This design comes from an exercise in tuning for small area, a short achievable clock period and few clock cycles on the open sky130 flow, not from production work.
Function was checked by simulation only, so behaviour that the tests miss may differ from the original.
The clock input has no modelled driver; a real chip could not lean on it and would need a root buffer or a full tree.
Power figures rest on the tool's default switching activity, not on a simulated workload.

==> v22: inputs <==
==> flow/design.v <==
module qr_decode(
    input clk,
    input srstn,
    input qr_decode_start,
    input sram_rdata,
    output [11:0] sram_raddr,
    output reg decode_valid,
    output reg [7:0] decode_jis8_code,
    output reg qr_decode_finish
  );
  reg [4:0] r, c;       
  reg R1, R2;           
  reg [2:0] m;          
  reg [2:0] b;          
  reg [4:0] nb;         
  reg hdr;              
  assign sram_raddr = {1'b0, r, 1'b0, c};
  wire fmt = ~c[4] & ~c[3];
  wire up = c[1];
  wire at_top = c[4] ? (~r[4] & ~r[2] & ~r[1]) : ~(r[4] | r[3] | r[2] | r[1] | r[0]);   
  wire at_bot = r[4] & r[3];                                                           
  wire turn = c[0] & (up ? at_top : at_bot);
  wire sk6 = ~r[4] & ~r[3] & r[2] & r[0] & ~(r[1] ^ up);                  
  wire al_up = c[4] & ~c[2] & up & r[4] & ~r[3] & r[2] & ~r[1] & r[0];     
  wire al_dn = c[4] & ~c[2] & ~up & ~r[4] & r[3] & r[2] & r[1] & r[0];    
  wire al = al_up | al_dn;
  wire x = sk6 | al;
  wire [3:0] d = r[3:0] ^ {4{up}};
  wire t1 = d[0], t2 = d[1] & d[0], t3 = d[2] & t2, t4 = d[3] & t3;      
  wire [4:0] rt = {t4 | al, t3 | al, t2 & ~x, t1 | x, ~x};                
  wire rowmove = ~fmt & c[0] & ~turn;
  wire [4:0] frow = {{3{fmt & c[2]}}, 1'b0, fmt & c[2]};                   
  wire [4:0] nr = r ^ (rowmove ? rt : frow);
  wire alc = ~c[4] & c[3] & c[2] & c[1] & c[0] & r[4] & ~r[3] & ~(r[2] & r[1]) & (r[2] | r[1] | r[0]);
  wire hold = c[0] & (turn | alc);
  wire [3:1] e = c[3:1] ^ {3{~c[0]}};
  wire [4:0] tc = {e[3] & e[2] & e[1], e[2] & e[1], e[1], 1'b1, 1'b1};   
  wire [4:0] tf = c[2] ? 5'b10011 : c[0] ? 5'b00111 : {4'b0, qr_decode_start};
  wire [4:0] tcol = fmt ? tf : hold ? {4'b0, ~alc} : tc;
  wire [4:0] nc = c ^ tcol;
  wire R0 = ~R1 & ~R2;
  wire rdn = up ^ sk6;
  wire nR1 = fmt ? 1'b0 : (rowmove & ~al) ? (rdn ? R2 : R0) : R1;
  wire nR2 = fmt ? 1'b0 : (rowmove & ~al) ? (rdn ? R0 : R1) : R2;
  wire C0 = (~c[0] & ~c[1] & c[3]) | (~c[0] & c[1] & ~c[2]) | (c[0] & c[1] & c[2] & ~c[4]) | (c[0] & ~c[1] & c[2] & ~c[3]);
  wire C1 = (c[0] & ~c[1] & c[3]) | (~c[0] & c[1] & c[2] & c[4]) | (c[0] & c[1] & ~c[2] & c[4]) | (~c[0] & ~c[1] & ~c[2] & ~c[3]);
  wire C2 = ~C0 & ~C1;
  wire C3o = (c[1] & c[2] & ~c[3]) | (~c[1] & ~c[2] & ~c[3]) | (c[0] & c[1] & c[3]) | (c[0] & ~c[1] & ~c[3]);   
  wire a = r[0] & c[0];
  wire s = r[0] ^ c[0];
  wire q0 = R0 | C0;
  wire q1 = (R1 & C1) | (R2 & C2);
  wire z3 = (R0 & C0) | (R1 & C2) | (R2 & C1);
  reg mk;
  always @* begin
    case (m ^ 3'b101)
      3'd0: mk = ~s;
      3'd1: mk = ~r[0];
      3'd2: mk = C0;
      3'd3: mk = z3;
      3'd4: mk = ~(r[1] ^ C3o);
      3'd5: mk = ~a & q0;
      3'd6: mk = ~(a ^ q1);
      default: mk = ~(s ^ q1);
    endcase
  end
  wire bit_in = sram_rdata ^ mk;
  wire last_bit = (b == 3'd7);
  always @(posedge clk) begin
    if (~srstn) begin
      r <= 5'd8;
      c <= 5'd2;
      hdr <= 1'b1;
      decode_valid <= 1'b0;
      qr_decode_finish <= 1'b0;
    end else begin
      r <= nr;
      c <= nc;
      if (~fmt && b == 3'd0) hdr <= 1'b0;    
      decode_valid <= ~hdr & last_bit;
      qr_decode_finish <= ~hdr & ((last_bit & (nb == 5'd1)) | (nb == 5'd0));
    end
    R1 <= nR1;
    R2 <= nR2;
    if (fmt) m <= {m[1:0], sram_rdata};
    b <= fmt ? 3'd3 : b + 3'd1;           
    if (hdr) nb <= decode_jis8_code[4:0];   
    else if (last_bit) nb <= nb - 5'd1;
    decode_jis8_code <= {decode_jis8_code[6:0], bit_in};
  end
endmodule
==> flow/flow/run.sh <==
#!/bin/bash
# ORFS layout of the design with three changes to how it is made (the
# constraints are unchanged):
#  - synthesis maps the logic with an area-oriented ABC script and without
#    half/full-adder extraction (registers are mapped exactly as before);
#  - ports are buffered with buf_2 instead of the slow delay buffer;
#  - timing repair aims for more setup slack than the clock period needs.
set -euo pipefail
rm -rf myscripts
cp -r "$FLOW_HOME/scripts" myscripts
printf 'strash\ndch -f\namap\ntopo\n' > myscripts/abc_speed.script
export SCRIPTS_DIR="$PWD/myscripts"
export ADDER_MAP_FILE=
export BUFFER_PORTS_ARGS="-buffer_cell sky130_fd_sc_hd__buf_2"
export SETUP_SLACK_MARGIN=6.3
bash standard.sh > standard.log 2>&1
==> flow/standard.sh <==
#!/bin/bash
# synth_recipe.tcl (not shown) runs the flow's synth.tcl, then flattens the netlist and writes it again
# the make line also repeats each setting of config.mk as NAME=value (left out here)
make -C /OpenROAD-flow-scripts/flow DESIGN_CONFIG=/design/flow/config.mk WORK_HOME=/design/flow/orfs CLKGATE_MAP_FILE= SYNTH_SCRIPT=/design/flow/synth_recipe.tcl "${@:-finish}"
==> flow/config.mk <==
export PLATFORM = sky130hd
export DESIGN_NAME = qr_decode
export DESIGN_NICKNAME = qr_decode
export VERILOG_FILES = /design/flow/design.v
export SDC_FILE = /design/flow/constraint.sdc
export NUM_CORES = 4
export LEC_CHECK = 0
export CAP_MARGIN = 20
export CORE_MARGIN = 2
export CORE_UTILIZATION = 40
export GPL_TIMING_DRIVEN = 1
export SLEW_MARGIN = 20
==> flow/constraint.sdc <==
create_clock -name core_clock -period 9.0 [get_ports {clk}]
set_input_delay 1.8000 -clock core_clock [delete_from_list [all_inputs] [get_ports {clk}]]
set_output_delay 1.8000 -clock core_clock [all_outputs]
set_load 0.01 [all_outputs]
==> inputs of v28, as changes to v22 <==
--- a/flow/design.v
+++ b/flow/design.v
@@ -23,4 +23,4 @@
   wire sk6 = ~r[4] & ~r[3] & r[2] & r[0] & ~(r[1] ^ up);                  
-  wire al_up = c[4] & ~c[2] & up & r[4] & ~r[3] & r[2] & ~r[1] & r[0];     
-  wire al_dn = c[4] & ~c[2] & ~up & ~r[4] & r[3] & r[2] & r[1] & r[0];    
+  wire al_up = c[4] & ~c[2] & up & r[4] & ~r[1] & r[0];                   
+  wire al_dn = c[4] & ~c[2] & ~up & ~r[4] & r[2] & r[1] & r[0];           
   wire al = al_up | al_dn;
@@ -33,3 +33,3 @@
   wire [4:0] nr = r ^ (rowmove ? rt : frow);
-  wire alc = ~c[4] & c[3] & c[2] & c[1] & c[0] & r[4] & ~r[3] & ~(r[2] & r[1]) & (r[2] | r[1] | r[0]);
+  wire alc = ~c[4] & c[2] & c[1] & r[4] & ~r[3] & ~(r[2] & r[1]) & (r[2] | r[1] | r[0]);
   wire hold = c[0] & (turn | alc);
==> flow/flow/run.sh (replaced) <==
#!/bin/bash
# ORFS layout of the design with these changes to how it is made (the
# constraints are unchanged):
#  - synthesis maps the logic with an area-oriented ABC script (deepsyn,
#    then amap) and without half/full-adder extraction; the registers are
#    mapped exactly as in the standard synthesis;
#  - ports are buffered with buf_2 instead of the slow delay buffer;
#  - the clock tree is two clkbuf_8 in parallel, one per half of the registers
#    (flow/two_buf_cts.tcl) in place of the two-level tree;
#  - registers that drive output ports hand their other loads to a buffer
#    (flow/iso_outputs.tcl, run after the clock buffers);
#  - timing repair aims for more setup slack than the clock period needs.
set -euo pipefail
rm -rf myscripts
cp -r "$FLOW_HOME/scripts" myscripts
printf 'strash\n&get -n\n&deepsyn -T 30\n&put\ndch -f\namap\ntopo\n' > myscripts/abc_speed.script
python3 - "$PWD/flow/two_buf_cts.tcl" <<'PY'
import sys
p = 'myscripts/cts.tcl'
s = open(p).read()
old = 'log_cmd clock_tree_synthesis {*}$cts_args'
assert old in s
s = s.replace(old, 'source ' + sys.argv[1])
open(p, 'w').write(s)
PY
export SCRIPTS_DIR="$PWD/myscripts"
export ADDER_MAP_FILE=
export BUFFER_PORTS_ARGS="-buffer_cell sky130_fd_sc_hd__buf_2"
export SETUP_SLACK_MARGIN=6.5
export SETUP_SLACK_MARGIN=6.4
bash standard.sh > standard.log 2>&1
==> flow/flow/iso_outputs.tcl (new file) <==
# Output ports: the register behind each output port buffer also drives
# logic; move that logic onto a buffer so the register drives the port
# buffer alone.
foreach bufinst [get_cells output*] {
  set inpin [get_pins -of_objects $bufinst -filter "direction == input"]
  set qnet [get_nets -of_objects $inpin]
  set loads {}
  foreach p [get_pins -of_objects $qnet -filter "direction == input"] {
    if {[get_property [get_cells -of_objects $p] full_name] ne [get_property $bufinst full_name]} { lappend loads $p }
  }
  if {[llength $loads] >= 3} {
    puts "iso: [get_property $qnet full_name] [llength $loads] loads"
    insert_buffer -buffer_cell sky130_fd_sc_hd__buf_1 -net [get_property $qnet full_name] -load_pins $loads
  }
}
==> flow/flow/two_buf_cts.tcl (new file) <==
# Clock tree of two buffers in parallel: the registers are split into a left
# and a right half, and a clkbuf_8 at each half's centroid drives its clock pins.
set block [ord::get_db_block]
set dbu [$block getDbUnitsPerMicron]
set pins {}
foreach pin [get_pins -of_objects [get_nets clk]] {
  if {[get_property $pin direction] ne "input"} { continue }
  set it [sta::sta_to_db_pin $pin]
  set bb [[$it getInst] getBBox]
  lappend pins [list [expr {([$bb xMin] + [$bb xMax]) / 2.0 / $dbu}] [expr {([$bb yMin] + [$bb yMax]) / 2.0 / $dbu}] $pin]
}
set pins [lsort -real -index 0 $pins]
set half [expr {[llength $pins] / 2}]
foreach {name group} [list left [lrange $pins 0 [expr {$half - 1}]] right [lrange $pins $half end]] {
  set sx 0.0; set sy 0.0; set loads {}
  foreach p $group { set sx [expr {$sx + [lindex $p 0]}]; set sy [expr {$sy + [lindex $p 1]}]; lappend loads [lindex $p 2] }
  set n [llength $group]
  puts "two_buf_cts: $name $n clock pins, buffer at [expr {$sx / $n}] [expr {$sy / $n}]"
  log_cmd insert_buffer -buffer_cell sky130_fd_sc_hd__clkbuf_8 -net clk -load_pins $loads \
    -location [list [expr {$sx / $n}] [expr {$sy / $n}]] -buffer_name clkbuf_$name -net_name clknet_$name
}
source [file join [file dirname [info script]] iso_outputs.tcl]
--- a/flow/config.mk
+++ b/flow/config.mk
@@ -9,4 +9,3 @@
 export CORE_MARGIN = 2
-export CORE_UTILIZATION = 40
-export GPL_TIMING_DRIVEN = 1
+export CORE_UTILIZATION = 45
 export SLEW_MARGIN = 20
==> inputs of v36, as changes to v22 <==
==> flow/design.v, changed modules only <==
module qr_decode(
    input clk,
    input srstn,
    input qr_decode_start,
    input sram_rdata,
    output [11:0] sram_raddr,
    output reg decode_valid,
    output reg [7:0] decode_jis8_code,
    output reg qr_decode_finish
  );
  reg [4:0] r, c;       
  reg R1, R2;           
  reg [2:0] m;          
  reg [2:0] b;          
  reg [4:0] nb;         
  reg hdr;              
  assign sram_raddr = {1'b0, r, 1'b0, c};
  wire fmt = ~c[4] & ~c[3];
  wire up = c[1];
  wire at_top = c[4] ? (~r[4] & ~r[2] & ~r[1]) : ~(r[4] | r[3] | r[2] | r[1] | r[0]);   
  wire at_bot = r[4] & r[3];                                                           
  wire turn = c[0] & (up ? at_top : at_bot);
  wire sk6 = ~r[4] & ~r[3] & r[2] & r[0] & ~(r[1] ^ up);                  
  wire al_up = c[4] & ~c[2] & up & r[4] & ~r[3] & r[2] & ~r[1] & r[0];     
  wire al_dn = c[4] & ~c[2] & ~up & ~r[4] & r[3] & r[2] & r[1] & r[0];    
  wire al = al_up | al_dn;
  wire x = sk6 | al;
  wire [3:0] d = r[3:0] ^ {4{up}};
  wire t1 = d[0], t2 = d[1] & d[0], t3 = d[2] & t2, t4 = d[3] & t3;      
  wire [4:0] rt = {t4 | al, t3 | al, t2 & ~x, t1 | x, ~x};                
  wire rowmove = ~fmt & c[0] & ~turn;
  wire [4:0] frow = {{4{fmt & c[2]}}, 1'b0};                                
  wire [4:0] nr = r ^ (rowmove ? rt : frow);
  wire alc = ~c[4] & c[3] & c[2] & c[1] & c[0] & r[4] & ~r[3] & ~(r[2] & r[1]) & (r[2] | r[1] | r[0]);
  wire hold = c[0] & (turn | alc);
  wire [3:1] e = c[3:1] ^ {3{~c[0]}};
  wire [4:0] tc = {e[3] & e[2] & e[1], e[2] & e[1], e[1], 1'b1, 1'b1};   
  wire [4:0] tf = c[2] ? 5'b11100 : c[0] ? 5'b00111 : {4'b0, qr_decode_start};
  wire [4:0] tcol = fmt ? tf : hold ? {4'b0, ~alc} : tc;
  wire [4:0] nc = c ^ tcol;
  wire R0 = ~R1 & ~R2;
  wire rdn = up ^ sk6;
  wire nR1 = fmt ? (R1 | c[2]) : (rowmove & ~al) ? (rdn ? R2 : R0) : R1;
  wire nR2 = fmt ? R2 & ~c[2] : (rowmove & ~al) ? (rdn ? R0 : R1) : R2;
  wire C0 = (~c[0] & ~c[1] & c[3]) | (~c[0] & c[1] & ~c[2]) | (c[0] & c[1] & c[2] & ~c[4]) | (c[0] & ~c[1] & c[2] & ~c[3]);
  wire C1 = (c[0] & ~c[1] & c[3]) | (~c[0] & c[1] & c[2] & c[4]) | (c[0] & c[1] & ~c[2] & c[4]) | (~c[0] & ~c[1] & ~c[2] & ~c[3]);
  wire C2 = ~C0 & ~C1;
  wire C3o = (c[1] & c[2] & ~c[3]) | (~c[1] & ~c[2] & ~c[3]) | (c[0] & c[1] & c[3]) | (c[0] & ~c[1] & ~c[3]);   
  wire a = r[0] & c[0];
  wire s = r[0] ^ c[0];
  wire q0 = R0 | C0;
  wire q1 = (R1 & C1) | (R2 & C2);
  wire z3 = (R0 & C0) | (R1 & C2) | (R2 & C1);
  reg mk;
  always @* begin
    case (m ^ 3'b101)
      3'd0: mk = ~s;
      3'd1: mk = ~r[0];
      3'd2: mk = C0;
      3'd3: mk = z3;
      3'd4: mk = ~(r[1] ^ C3o);
      3'd5: mk = ~a & q0;
      3'd6: mk = ~(a ^ q1);
      default: mk = ~(s ^ q1);
    endcase
  end
  wire bit_in = sram_rdata ^ mk;
  wire last_bit = (b == 3'd7);
  always @(posedge clk) begin
    if (~srstn) begin
      r <= 5'd8;
      c <= 5'd2;
      R1 <= 1'b0;
      R2 <= 1'b1;
      hdr <= 1'b1;
      decode_valid <= 1'b0;
      qr_decode_finish <= 1'b0;
    end else begin
      r <= nr;
      c <= nc;
      R1 <= nR1;
      R2 <= nR2;
      if (~fmt && last_bit) hdr <= 1'b0;
      decode_valid <= ~hdr & last_bit;
      qr_decode_finish <= ~hdr & ((last_bit & (nb == 5'd1)) | (nb == 5'd0));
    end
    if (fmt) m <= {m[1:0], sram_rdata};
    b <= fmt ? 3'd0 : b + 3'd1;
    if (hdr) nb <= {decode_jis8_code[3:0], bit_in};
    else if (last_bit) nb <= nb - 5'd1;
    decode_jis8_code <= {decode_jis8_code[6:0], bit_in};
  end
endmodule
--- a/flow/config.mk
+++ b/flow/config.mk
@@ -10,3 +10,3 @@
 export CORE_UTILIZATION = 40
-export GPL_TIMING_DRIVEN = 1
+export CTS_BUF_LIST = sky130_fd_sc_hd__clkbuf_4
 export SLEW_MARGIN = 20
==> inputs of v26, as changes to v22 <==
--- a/flow/design.v
+++ b/flow/design.v
@@ -23,4 +23,4 @@
   wire sk6 = ~r[4] & ~r[3] & r[2] & r[0] & ~(r[1] ^ up);                  
-  wire al_up = c[4] & ~c[2] & up & r[4] & ~r[3] & r[2] & ~r[1] & r[0];     
-  wire al_dn = c[4] & ~c[2] & ~up & ~r[4] & r[3] & r[2] & r[1] & r[0];    
+  wire al_up = c[4] & ~c[2] & up & r[4] & ~r[1] & r[0];                   
+  wire al_dn = c[4] & ~c[2] & ~up & ~r[4] & r[2] & r[1] & r[0];           
   wire al = al_up | al_dn;
@@ -33,3 +33,3 @@
   wire [4:0] nr = r ^ (rowmove ? rt : frow);
-  wire alc = ~c[4] & c[3] & c[2] & c[1] & c[0] & r[4] & ~r[3] & ~(r[2] & r[1]) & (r[2] | r[1] | r[0]);
+  wire alc = ~c[4] & c[2] & c[1] & r[4] & ~r[3] & ~(r[2] & r[1]) & (r[2] | r[1] | r[0]);
   wire hold = c[0] & (turn | alc);
==> flow/flow/run.sh (replaced) <==
#!/bin/bash
# ORFS layout of the design with these changes to how it is made (the
# constraints are unchanged):
#  - synthesis maps the logic with an area-oriented ABC script (deepsyn,
#    then amap) and without half/full-adder extraction; the registers are
#    mapped exactly as in the standard synthesis;
#  - ports are buffered with buf_2 instead of the slow delay buffer;
#  - the clock tree is one clkbuf_16 at the registers' centroid
#    (flow/one_buf_cts.tcl) in place of the two-level tree;
#  - timing repair aims for more setup slack than the clock period needs.
set -euo pipefail
rm -rf myscripts
cp -r "$FLOW_HOME/scripts" myscripts
printf 'strash\n&get -n\n&deepsyn -T 30\n&put\ndch -f\namap\ntopo\n' > myscripts/abc_speed.script
python3 - "$PWD/flow/one_buf_cts.tcl" <<'PY'
import sys
p = 'myscripts/cts.tcl'
s = open(p).read()
old = 'log_cmd clock_tree_synthesis {*}$cts_args'
assert old in s
s = s.replace(old, 'source ' + sys.argv[1])
open(p, 'w').write(s)
PY
export SCRIPTS_DIR="$PWD/myscripts"
export ADDER_MAP_FILE=
export BUFFER_PORTS_ARGS="-buffer_cell sky130_fd_sc_hd__buf_2"
export SETUP_SLACK_MARGIN=6.4

bash standard.sh > standard.log 2>&1
--- a/flow/config.mk
+++ b/flow/config.mk
@@ -9,4 +9,3 @@
 export CORE_MARGIN = 2
-export CORE_UTILIZATION = 40
-export GPL_TIMING_DRIVEN = 1
+export CORE_UTILIZATION = 45
 export SLEW_MARGIN = 20
==> notes.md <==
metric	v36	v26	v22	v28
Status	timing/DRC/antenna clean	stopped before the end	timing/DRC/antenna clean	timing/DRC/antenna clean
Last stage reached	-	clock tree synthesis (4_1_cts)	-	-
Delay of the slowest critical-path stage	0.43 ns	-	0.42 ns	0.39 ns
Metal2 WL	1860 um	-	1850 um	1610 um
Count of multi-input combinational gates	141	-	142	132
Total clock network power	83.3 uW	-	162 uW	57.2 uW
Sequential share of cell area	0.376	-	0.383	0.413
Share of cells above drive strength 1	0.303	-	0.226	0.162
Antenna violation net count after detailed routing	0	-	0	0
Main power group	combinational cells	-	combinational cells	combinational cells
Combinational share of power	0.546	-	0.417	0.526
Internal cell power	469 uW	-	470 uW	380 uW
Number of instances in the placed design	281	266	279	266
Met2 usage in global routing	0.274	-	0.287	0.290
Crit path from	c[0]$_SDFF_PN0_	-	c[1]$_SDFF_PN1_	decode_jis8_code[4]$_DFF_P_
Routed wire per std cell	13.8 um	-	13.0 um	12.6 um
Endpoint of the lowest-slack register-to-register path	nb[0]$_DFFE_PP_	-	decode_jis8_code[0]$_DFF_P_	decode_jis8_code[0]$_DFF_P_
Endpoint of the worst setup timing path	sram_raddr[0]	-	sram_raddr[1]	decode_jis8_code[4]
Detail-routed via count per cell	5.50	-	5.43	5.32
Clock share of power	0.096	-	0.204	0.083
Final WL	4170 um	-	3750 um	3530 um
DRC violation count after routing	0	-	0	0
Total iterations of the first detailed-routing run	4	-	4	4
Max FO, Critical Path	8	-	8	3
Net load switching power	401 uW	-	324 uW	307 uW
Testbench counts of v22, summed over its fixed seeds: cycles 15,800.
Testbench counts of v28, summed over its fixed seeds: cycles 15,800.
Testbench counts of v36, summed over its fixed seeds: cycles 16,184.
Testbench counts of v26, summed over its fixed seeds: cycles 15,800.
In v28 the design's own scripts or RTL, not TritonCTS, make the clock network.

static timing again, ports no longer ideal:
How much do the figures lean on ideal ports? The routed layouts below were timed once more, with nothing changed but the port constraints.
Step 1, drivers: a clkbuf_16 drives clk and a buf_2 each remaining input, both assumed.
Step 2 also shifts input and output timing later by t, the mid clock arrival at the registers, as if the neighbouring blocks saw the same clock.
Slacks: ideal ports / drivers / drivers and shift; pairs: ideal ports / drivers.
run | t (ns) | setup WS [ns] | worst slew at a driven data input, ns | pins driven straight from the clock port
v22 | 0.306 | 6.339 / 6.313 / 6.125 | 0.03 | 1
v28 | 0.188 | 6.502 / 6.469 / 6.381 | 0.03 | 2
v36 | 0.353 | 6.296 / 6.272 / 6.150 | 0.03 | 1
After both steps setup and hold are still met in every run listed. For v22, which loses most, drivers alone change the setup slack by -0.026 ns; drivers and shift together by -0.214 ns.
